Source: an optimization exercise on an open RTL-to-GDS flow (aim: small area and a short achievable clock period). Production flows keep margins and buffers that such runs may drop. The RTL was checked by simulation tests, not by an equivalence proof against the original design.

## half_sigmoid
module half_sigmoid(
input rstn,
input clk,
input in_valid,
input [15:0] a,
output out_valid,
output [15:0] c
);
For scale: ~36 I/O pins, about 0.024 mm2 of cells after synthesis.
clock: 9.5 ns
lec_check: 0
abc_area: 1
cap_margin: 20
core_margin: 2
core_utilization: 40
gpl_timing_driven: 0
setup_slack_margin: 5
slew_margin: 20
standard.sh (not shown) runs the stock make flow with config.mk's settings and CLKGATE_MAP_FILE= SYNTH_SCRIPT=/design/flow/synth_recipe.tcl, a recipe that flattens the netlist after the stock synthesis.
==> flow/flow/run.sh <==
#!/bin/bash
# Standard ORFS layout, except that after the standard synthesis the
# combinational logic between the registers is re-mapped by ABC for area
# (flip-flops, their names and cell types are kept as synthesis made them),
# the port buffers are buf_4 cells and timing repair aims at a 3.9 ns period
# (setup margin 5.6 ns at the design's 9.5 ns clock; the SDC is unchanged).
set -euo pipefail
RES=$PWD/orfs/results/$FLOW_PLATFORM/half_sigmoid/base
YOSYS=$FLOW_HOME/../tools/install/yosys/bin/yosys
bash standard.sh synth > synth.log 2>&1
cp $RES/1_2_yosys.v $RES/1_2_yosys_std.v
LIB=$FLOW_HOME/platforms/$FLOW_PLATFORM/lib/sky130_fd_sc_hd__tt_025C_1v80.lib \
IN=$RES/1_2_yosys_std.v OUT=$RES/1_2_yosys.v TOP=$FLOW_TOP \
  $YOSYS -c flow/remap.tcl > remap.log 2>&1
bash standard.sh finish BUFFER_PORTS_ARGS="-buffer_cell sky130_fd_sc_hd__buf_4" SETUP_SLACK_MARGIN=5.6 > standard.log 2>&1
==> flow/flow/abc.constr <==
set_driving_cell sky130_fd_sc_hd__buf_1
set_load 5
==> flow/flow/remap.tcl <==
yosys -import
set lib $::env(LIB)
set dont {}
foreach c {probe_p_8 probec_p_8} { lappend dont -dont_use sky130_fd_sc_hd__$c }
lappend dont -dont_use {sky130_fd_sc_hd__lpflow_*} -dont_use {sky130_fd_sc_hd__fill_*}
read_liberty -ignore_miss_func $lib
read_verilog $::env(IN)
hierarchy -top $::env(TOP)
set seq {}
foreach m [split [string trim [tee -q -s result.string select -list-mod =A:liberty_cell]] "\n"] { }
# keep flip-flops and tie cells as cells
foreach c [split [exec grep -o {sky130_fd_sc_hd__\(df\|conb\|dl\|sdf\|ed\)[a-z0-9_]*} $::env(IN) | sort -u] "\n"] {
  if {$c ne ""} { setattr -mod -set keep_hierarchy 1 $c; lappend seq $c }
}
flatten
opt_clean
abc -liberty $lib {*}$dont -script "+strash;dch,-f;map,-D,2400;topo;buffer;upsize;dnsize;strash;dch,-f;map,-D,2400;topo;buffer;upsize;dnsize;strash;dch,-f;map,-D,2400;topo;buffer;upsize;dnsize;strash;dch,-f;map,-D,2400;topo;buffer;upsize;dnsize;strash;dch,-f;map,-D,2400;topo;buffer;upsize;dnsize;strash;dch,-f;map,-D,2400;topo;buffer;upsize;dnsize" -constr flow/abc.constr
opt_clean -purge
foreach c $seq { blackbox $c }
hierarchy -top $::env(TOP)
hilomap -singleton -hicell sky130_fd_sc_hd__conb_1 HI -locell sky130_fd_sc_hd__conb_1 LO
splitnets
opt_clean -purge
tee -o $::env(OUT).stat stat -liberty $lib
write_verilog -noattr -noexpr -nohex -nodec $::env(OUT)
The first run completed without violations.
Change:
--- a/flow/flow/remap.tcl
+++ b/flow/flow/remap.tcl
@@ -17 +17 @@
-abc -liberty $lib {*}$dont -script "+strash;dch,-f;map,-D,2400;topo;buffer;upsize;dnsize;strash;dch,-f;map,-D,2400;topo;buffer;upsize;dnsize;strash;dch,-f;map,-D,2400;topo;buffer;upsize;dnsize;strash;dch,-f;map,-D,2400;topo;buffer;upsize;dnsize;strash;dch,-f;map,-D,2400;topo;buffer;upsize;dnsize;strash;dch,-f;map,-D,2400;topo;buffer;upsize;dnsize" -constr flow/abc.constr
+abc -liberty $lib {*}$dont -script "+strash;dch,-f;map,-D,2200;topo;buffer;upsize;dnsize;strash;dch,-f;map,-D,2200;topo;buffer;upsize;dnsize;strash;dch,-f;map,-D,2200;topo;buffer;upsize;dnsize;strash;dch,-f;map,-D,2200;topo;buffer;upsize;dnsize;strash;dch,-f;map,-D,2200;topo;buffer;upsize;dnsize;strash;dch,-f;map,-D,2200;topo;buffer;upsize;dnsize" -constr flow/abc.constr
=> Worst setup slack improves by 0.086 ns; hold slack degrades by 0.024 ns; cell area rose by 1.3%; count of clock-buffer cells in the layout rose by 4; via count rose by 1.6%; die area rose by about 2.5%; sequential share of layout area fell by 0.45 points.
Change:
--- a/flow/flow/remap.tcl
+++ b/flow/flow/remap.tcl
@@ -17 +17 @@
-abc -liberty $lib {*}$dont -script "+strash;dch,-f;map,-D,2200;topo;buffer;upsize;dnsize;strash;dch,-f;map,-D,2200;topo;buffer;upsize;dnsize;strash;dch,-f;map,-D,2200;topo;buffer;upsize;dnsize;strash;dch,-f;map,-D,2200;topo;buffer;upsize;dnsize;strash;dch,-f;map,-D,2200;topo;buffer;upsize;dnsize;strash;dch,-f;map,-D,2200;topo;buffer;upsize;dnsize" -constr flow/abc.constr
+abc -liberty $lib {*}$dont -script "+strash;dch,-f;map,-D,2000;topo;buffer;upsize;dnsize;strash;dch,-f;map,-D,2000;topo;buffer;upsize;dnsize;strash;dch,-f;map,-D,2000;topo;buffer;upsize;dnsize;strash;dch,-f;map,-D,2000;topo;buffer;upsize;dnsize;strash;dch,-f;map,-D,2000;topo;buffer;upsize;dnsize;strash;dch,-f;map,-D,2000;topo;buffer;upsize;dnsize" -constr flow/abc.constr
What happened:
- The new run completed with no timing, DRC or antenna violations
- hold slack improved by 0.012 ns
- synthesized cell count increases by 3.8%
- register-to-register slack hardly moves
Change:
--- a/flow/flow/remap.tcl
+++ b/flow/flow/remap.tcl
@@ -17 +17 @@
-abc -liberty $lib {*}$dont -script "+strash;dch,-f;map,-D,2000;topo;buffer;upsize;dnsize;strash;dch,-f;map,-D,2000;topo;buffer;upsize;dnsize;strash;dch,-f;map,-D,2000;topo;buffer;upsize;dnsize;strash;dch,-f;map,-D,2000;topo;buffer;upsize;dnsize;strash;dch,-f;map,-D,2000;topo;buffer;upsize;dnsize;strash;dch,-f;map,-D,2000;topo;buffer;upsize;dnsize" -constr flow/abc.constr
+abc -liberty $lib {*}$dont -script "+strash;dch,-f;map,-D,2200;topo;buffer;upsize;dnsize;strash;dch,-f;map,-D,2200;topo;buffer;upsize;dnsize;strash;dch,-f;map,-D,2200;topo;buffer;upsize;dnsize;strash;dch,-f;map,-D,2200;topo;buffer;upsize;dnsize;strash;dch,-f;map,-D,2200;topo;buffer;upsize;dnsize;strash;dch,-f;map,-D,2200;topo;buffer;upsize;dnsize" -constr flow/abc.constr
- CTS_BUF_LIST: unset -> sky130_fd_sc_hd__clkbuf_8
- CTS_CLUSTER_SIZE: unset -> 30
What happened: Global-route usage drops by 0.27 points. Die area falls by 2.3%. Worst hold slack stays flat. Sequential share of layout area goes up by 0.72 points. Final area falls by 2.5%. Via count went down by 5.1%. Synthesized cell count drops by 3.6%. Worst setup slack degrades by 0.053 ns. Wire length shrinks by 6.4%. Register-to-register slack is worse by 0.05 ns.


half_sigmoid, a different RTL version from the one above (not shown whole).
Size: about 27,000 um^2 of cells after synthesis.
Settings: LEC_CHECK=0, ABC_AREA=1, CAP_MARGIN=20, CORE_MARGIN=2, CORE_UTILIZATION=40, GPL_TIMING_DRIVEN=0, SETUP_SLACK_MARGIN=5, SLEW_MARGIN=20; clock period 9.5 ns.
==> flow/flow/run.sh <==
#!/bin/bash
# Standard ORFS layout, except that after the standard synthesis the
# combinational logic between the registers is re-mapped by ABC for area
# (flip-flops, their names and cell types are kept as synthesis made them).
set -euo pipefail
RES=$PWD/orfs/results/$FLOW_PLATFORM/half_sigmoid/base
YOSYS=$FLOW_HOME/../tools/install/yosys/bin/yosys
bash standard.sh synth > synth.log 2>&1
cp $RES/1_2_yosys.v $RES/1_2_yosys_std.v
LIB=$FLOW_HOME/platforms/$FLOW_PLATFORM/lib/sky130_fd_sc_hd__tt_025C_1v80.lib \
IN=$RES/1_2_yosys_std.v OUT=$RES/1_2_yosys.v TOP=$FLOW_TOP \
  $YOSYS -c flow/remap.tcl > remap.log 2>&1
bash standard.sh finish BUFFER_PORTS_ARGS="-buffer_cell sky130_fd_sc_hd__buf_4" SETUP_SLACK_MARGIN=5.7 > standard.log 2>&1
==> flow/flow/remap.tcl <==
yosys -import
set lib $::env(LIB)
set dont {}
foreach c {probe_p_8 probec_p_8} { lappend dont -dont_use sky130_fd_sc_hd__$c }
lappend dont -dont_use {sky130_fd_sc_hd__lpflow_*} -dont_use {sky130_fd_sc_hd__fill_*}
read_liberty -ignore_miss_func $lib
read_verilog $::env(IN)
hierarchy -top $::env(TOP)
set seq {}
foreach m [split [string trim [tee -q -s result.string select -list-mod =A:liberty_cell]] "\n"] { }
# keep flip-flops and tie cells as cells
foreach c [split [exec grep -o {sky130_fd_sc_hd__\(df\|conb\|dl\|sdf\|ed\)[a-z0-9_]*} $::env(IN) | sort -u] "\n"] {
  if {$c ne ""} { setattr -mod -set keep_hierarchy 1 $c; lappend seq $c }
}
flatten
opt_clean
abc -liberty $lib {*}$dont -script "+strash;dch,-f;map,-D,2500;topo;buffer;upsize;dnsize"
opt_clean -purge
foreach c $seq { blackbox $c }
hierarchy -top $::env(TOP)
hilomap -singleton -hicell sky130_fd_sc_hd__conb_1 HI -locell sky130_fd_sc_hd__conb_1 LO
splitnets
opt_clean -purge
tee -o $::env(OUT).stat stat -liberty $lib
write_verilog -noattr -noexpr -nohex -nodec $::env(OUT)
Rerun with:
--- a/flow/flow/run.sh
+++ b/flow/flow/run.sh
@@ -11,3 +11,3 @@
 IN=$RES/1_2_yosys_std.v OUT=$RES/1_2_yosys.v TOP=$FLOW_TOP \
   $YOSYS -c flow/remap.tcl > remap.log 2>&1
-bash standard.sh finish BUFFER_PORTS_ARGS="-buffer_cell sky130_fd_sc_hd__buf_4" SETUP_SLACK_MARGIN=5.7 > standard.log 2>&1
+bash standard.sh > standard.log 2>&1
--- a/flow/flow/remap.tcl
+++ b/flow/flow/remap.tcl
@@ -15,5 +15,5 @@
 flatten
 opt_clean
-abc -liberty $lib {*}$dont -script "+strash;dch,-f;map,-D,2500;topo;buffer;upsize;dnsize"
+abc -liberty $lib {*}$dont -script "+strash;dch,-f;map,-D,2000;topo;buffer;upsize;dnsize"
 opt_clean -purge
 foreach c $seq { blackbox $c }
- GPL_TIMING_DRIVEN: 0 -> unset
=> Routed wire length climbs by 13%; setup slack got worse by 0.57 ns; clock skew barely changes.
Rerun with:
--- a/flow/flow/run.sh
+++ b/flow/flow/run.sh
@@ -11,3 +11,3 @@
 IN=$RES/1_2_yosys_std.v OUT=$RES/1_2_yosys.v TOP=$FLOW_TOP \
   $YOSYS -c flow/remap.tcl > remap.log 2>&1
-bash standard.sh > standard.log 2>&1
+bash standard.sh finish BUFFER_PORTS_ARGS="-buffer_cell sky130_fd_sc_hd__buf_4" > standard.log 2>&1
- GPL_TIMING_DRIVEN: unset -> 0
The new run completed with no timing, DRC or antenna violations.
Design area climbs by 0.61%.
Setup slack improved by 0.0098 ns.
Final cell count climbs by 0.78%.
Synthesized cell count stays the same.
Non-clock buffer count climbs by 46.
Utilization climbs by 0.27 points.
Via count stays flat.
Synthesized area does not change.
Routed wire length drops by 1.1%.


Another version of the RTL of half_sigmoid (not shown whole).
Size: about 36 I/O pins.
==> flow/config.mk <==
export PLATFORM = sky130hd
export DESIGN_NAME = half_sigmoid
export DESIGN_NICKNAME = half_sigmoid
export VERILOG_FILES = /design/flow/design.v
export SDC_FILE = /design/flow/constraint.sdc
export NUM_CORES = 8
export LEC_CHECK = 0
export ABC_AREA = 1
export CAP_MARGIN = 20
export CORE_MARGIN = 2
export CORE_UTILIZATION = 40
export GPL_TIMING_DRIVEN = 0
export SETUP_SLACK_MARGIN = 5
export SLEW_MARGIN = 20
==> flow/constraint.sdc <==
create_clock -name core_clock -period 9.5 [get_ports {clk}]
set_input_delay 1.9000 -clock core_clock [delete_from_list [all_inputs] [get_ports {clk}]]
set_output_delay 1.9000 -clock core_clock [all_outputs]
set_load 0.01 [all_outputs]
==> flow/flow/run.sh <==
#!/bin/bash
# Standard ORFS layout, except that after the standard synthesis the
# combinational logic between the registers is re-mapped by ABC for area
# (flip-flops, their names and cell types are kept as synthesis made them),
# the port buffers are buf_4 cells and timing repair aims at a 3.8 ns period
# (setup margin 5.7 ns at the design's 9.5 ns clock; the SDC is unchanged).
set -euo pipefail
RES=$PWD/orfs/results/$FLOW_PLATFORM/half_sigmoid/base
YOSYS=$FLOW_HOME/../tools/install/yosys/bin/yosys
bash standard.sh synth > synth.log 2>&1
cp $RES/1_2_yosys.v $RES/1_2_yosys_std.v
LIB=$FLOW_HOME/platforms/$FLOW_PLATFORM/lib/sky130_fd_sc_hd__tt_025C_1v80.lib \
IN=$RES/1_2_yosys_std.v OUT=$RES/1_2_yosys.v TOP=$FLOW_TOP \
  $YOSYS -c flow/remap.tcl > remap.log 2>&1
bash standard.sh finish BUFFER_PORTS_ARGS="-buffer_cell sky130_fd_sc_hd__buf_4" SETUP_SLACK_MARGIN=5.7 > standard.log 2>&1
==> flow/flow/remap.tcl <==
yosys -import
set lib $::env(LIB)
set dont {}
foreach c {probe_p_8 probec_p_8} { lappend dont -dont_use sky130_fd_sc_hd__$c }
lappend dont -dont_use {sky130_fd_sc_hd__lpflow_*} -dont_use {sky130_fd_sc_hd__fill_*}
read_liberty -ignore_miss_func $lib
read_verilog $::env(IN)
hierarchy -top $::env(TOP)
set seq {}
foreach m [split [string trim [tee -q -s result.string select -list-mod =A:liberty_cell]] "\n"] { }
# keep flip-flops and tie cells as cells
foreach c [split [exec grep -o {sky130_fd_sc_hd__\(df\|conb\|dl\|sdf\|ed\)[a-z0-9_]*} $::env(IN) | sort -u] "\n"] {
  if {$c ne ""} { setattr -mod -set keep_hierarchy 1 $c; lappend seq $c }
}
flatten
opt_clean
abc -liberty $lib {*}$dont -script "+strash;dch,-f;map,-D,2500;topo;buffer;upsize;dnsize" -constr flow/abc.constr
opt_clean -purge
foreach c $seq { blackbox $c }
hierarchy -top $::env(TOP)
hilomap -singleton -hicell sky130_fd_sc_hd__conb_1 HI -locell sky130_fd_sc_hd__conb_1 LO
splitnets
opt_clean -purge
tee -o $::env(OUT).stat stat -liberty $lib
write_verilog -noattr -noexpr -nohex -nodec $::env(OUT)
Scripts as last shown in full above: flow/flow/abc.constr
Edit:
==> flow/flow/run.sh (replaced) <==
#!/bin/bash
# Standard ORFS layout, except that after the standard synthesis the
# combinational logic between the registers is re-mapped by ABC for area
# (flip-flops, their names and cell types are kept as synthesis made them),
# the port buffers are buf_4 cells and timing repair aims at a 3.9 ns period
# (setup margin 5.6 ns at the design's 9.5 ns clock; the SDC is unchanged).
set -euo pipefail
RES=$PWD/orfs/results/$FLOW_PLATFORM/half_sigmoid/base
YOSYS=$FLOW_HOME/../tools/install/yosys/bin/yosys
bash standard.sh synth > synth.log 2>&1
cp $RES/1_2_yosys.v $RES/1_2_yosys_std.v
LIB=$FLOW_HOME/platforms/$FLOW_PLATFORM/lib/sky130_fd_sc_hd__tt_025C_1v80.lib \
IN=$RES/1_2_yosys_std.v OUT=$RES/1_2_yosys.v TOP=$FLOW_TOP \
  $YOSYS -c flow/remap.tcl > remap.log 2>&1
bash standard.sh finish BUFFER_PORTS_ARGS="-buffer_cell sky130_fd_sc_hd__buf_4" SETUP_SLACK_MARGIN=5.6 > standard.log 2>&1
--- a/flow/flow/remap.tcl
+++ b/flow/flow/remap.tcl
@@ -15,5 +15,5 @@
 flatten
 opt_clean
-abc -liberty $lib {*}$dont -script "+strash;dch,-f;map,-D,2500;topo;buffer;upsize;dnsize" -constr flow/abc.constr
+abc -liberty $lib {*}$dont -script "+strash;dch,-f;map,-D,2200;topo;buffer;upsize;dnsize" -constr flow/abc.constr
 opt_clean -purge
 foreach c $seq { blackbox $c }
=> The new run finished with timing, DRC and antenna clean. First-iteration DRC count is higher by 14%. Core utilization went down by 4.2 points. Worst setup slack gets better by 0.20 ns. Routed wire length is lower by 2.1%. Cell area goes down by 4.5%. Global-route usage fell by 0.22 points. Hold slack is worse by 0.014 ns. Clock skew hardly moves.
Edit:
--- a/flow/flow/remap.tcl
+++ b/flow/flow/remap.tcl
@@ -15,5 +15,5 @@
 flatten
 opt_clean
-abc -liberty $lib {*}$dont -script "+strash;dch,-f;map,-D,2200;topo;buffer;upsize;dnsize" -constr flow/abc.constr
+abc -liberty $lib {*}$dont -script "+strash;dch,-f;map,-D,2800;topo;buffer;upsize;dnsize" -constr flow/abc.constr
 opt_clean -purge
 foreach c $seq { blackbox $c }
Effect: The new run ran to the end with no violations. Clock skew came out higher by 0.016 ns. First-iteration DRC count shrinks by 8.5%. Worst setup slack gets worse by 0.44 ns. Final cell count is higher by 1.2%. Global-route usage climbs by 0.66 points. Sequential share of layout area shrinks by 1.5 points. Synthesized area falls by 5.6%. Flip-flop and latch count is unchanged. Final area goes up by 7.0%. Routed wire length increases by 3.0%.
Edit:
--- a/flow/flow/remap.tcl
+++ b/flow/flow/remap.tcl
@@ -15,5 +15,5 @@
 flatten
 opt_clean
-abc -liberty $lib {*}$dont -script "+strash;dch,-f;map,-D,2800;topo;buffer;upsize;dnsize" -constr flow/abc.constr
+abc -liberty $lib {*}$dont -script "+strash;dch,-f;map,-D,1800;topo;buffer;upsize;dnsize" -constr flow/abc.constr
 opt_clean -purge
 foreach c $seq { blackbox $c }
Result: The new run ran to the end with no violations. Fmax grows by about 6.5%. Synthesized area increases by 10%. Worst setup slack gets better by 0.25 ns. Global-route usage rises by 0.75 points. Cell area fell by 3.9%.
Edit:
--- a/flow/flow/remap.tcl
+++ b/flow/flow/remap.tcl
@@ -15,5 +15,5 @@
 flatten
 opt_clean
-abc -liberty $lib {*}$dont -script "+strash;dch,-f;map,-D,1800;topo;buffer;upsize;dnsize" -constr flow/abc.constr
+abc -liberty $lib {*}$dont -script "+strash;dch,-f;map,-D,2200;topo;buffer;upsize;dnsize;strash;dch,-f;map,-D,2200;topo;buffer;upsize;dnsize;strash;dch,-f;map,-D,2200;topo;buffer;upsize;dnsize;strash;dch,-f;map,-D,2200;topo;buffer;upsize;dnsize;strash;dch,-f;map,-D,2200;topo;buffer;upsize;dnsize;strash;dch,-f;map,-D,2200;topo;buffer;upsize;dnsize" -constr flow/abc.constr
 opt_clean -purge
 foreach c $seq { blackbox $c }
Non-clock buffer count fell by 10.
Register-to-register slack improves by 0.14 ns.
Core utilization stays flat.
Edit:
--- a/flow/flow/remap.tcl
+++ b/flow/flow/remap.tcl
@@ -15,5 +15,5 @@
 flatten
 opt_clean
-abc -liberty $lib {*}$dont -script "+strash;dch,-f;map,-D,2200;topo;buffer;upsize;dnsize;strash;dch,-f;map,-D,2200;topo;buffer;upsize;dnsize;strash;dch,-f;map,-D,2200;topo;buffer;upsize;dnsize;strash;dch,-f;map,-D,2200;topo;buffer;upsize;dnsize;strash;dch,-f;map,-D,2200;topo;buffer;upsize;dnsize;strash;dch,-f;map,-D,2200;topo;buffer;upsize;dnsize" -constr flow/abc.constr
+abc -liberty $lib {*}$dont -script "+strash;dch,-f;map,-D,2500;topo;buffer;upsize;dnsize" -constr flow/abc.constr
 opt_clean -purge
 foreach c $seq { blackbox $c }
Cell count went up by 2.5%.
Count of clock-buffer cells in the layout went down by 2.
Routed wire length went up by 2.2%.
Setup slack gets worse by 0.10 ns.
Area after synthesis went down by 0.62%.
Core utilization went up by 3.2 points.
Design area went up by 5.5%.
Register-to-register slack gets worse by 0.10 ns.
Non-clock buffer count went up by 72.

port drivers added, routing unchanged:
No port has a modelled driver above. Below, the same layouts with a new extraction and two added sets of constraints. Step 1, drivers: a clkbuf_16 drives clk and a buf_2 each remaining input, both assumed. Step 2 moves the port delays by t, midway between the first and last clock arrival at a register: inputs arrive t later, outputs are due t later. That takes back most of the time a late clock gives input paths. a / b / c = no drivers / after step 1 / after step 2; a / b = the first two.
run	t, ns	slack for setup (ns)	worst register clock-pin slew, ns
the first run of note 1	0.629	5.841 / 5.841 / 5.841	0.06 / 0.06
the second run of note 1	0.636	5.926 / 5.926 / 5.926	0.07 / 0.07
the third run of note 1	0.631	5.933 / 5.933 / 5.933	0.06 / 0.06
the fourth run of note 1	0.695	5.880 / 5.880 / 5.880	0.07 / 0.07
the first run of note 2	0.649	5.830 / 5.830 / 5.830	0.06 / 0.06
the second run of note 2	0.655	5.258 / 5.258 / 5.258	0.07 / 0.07
the third run of note 2	0.661	5.268 / 5.268 / 5.268	0.07 / 0.07
the first run of note 3	0.639	5.655 / 5.655 / 5.655	0.07 / 0.07
the second run of note 3	0.627	5.860 / 5.860 / 5.860	0.06 / 0.06
the third run of note 3	0.645	5.423 / 5.423 / 5.423	0.06 / 0.06
the fourth run of note 3	0.646	5.673 / 5.673 / 5.673	0.07 / 0.07
the fifth run of note 3	0.643	5.811 / 5.811 / 5.811	0.06 / 0.06
the sixth run of note 3	0.635	5.706 / 5.706 / 5.706	0.07 / 0.07
After both steps setup and hold are still met in every run listed.
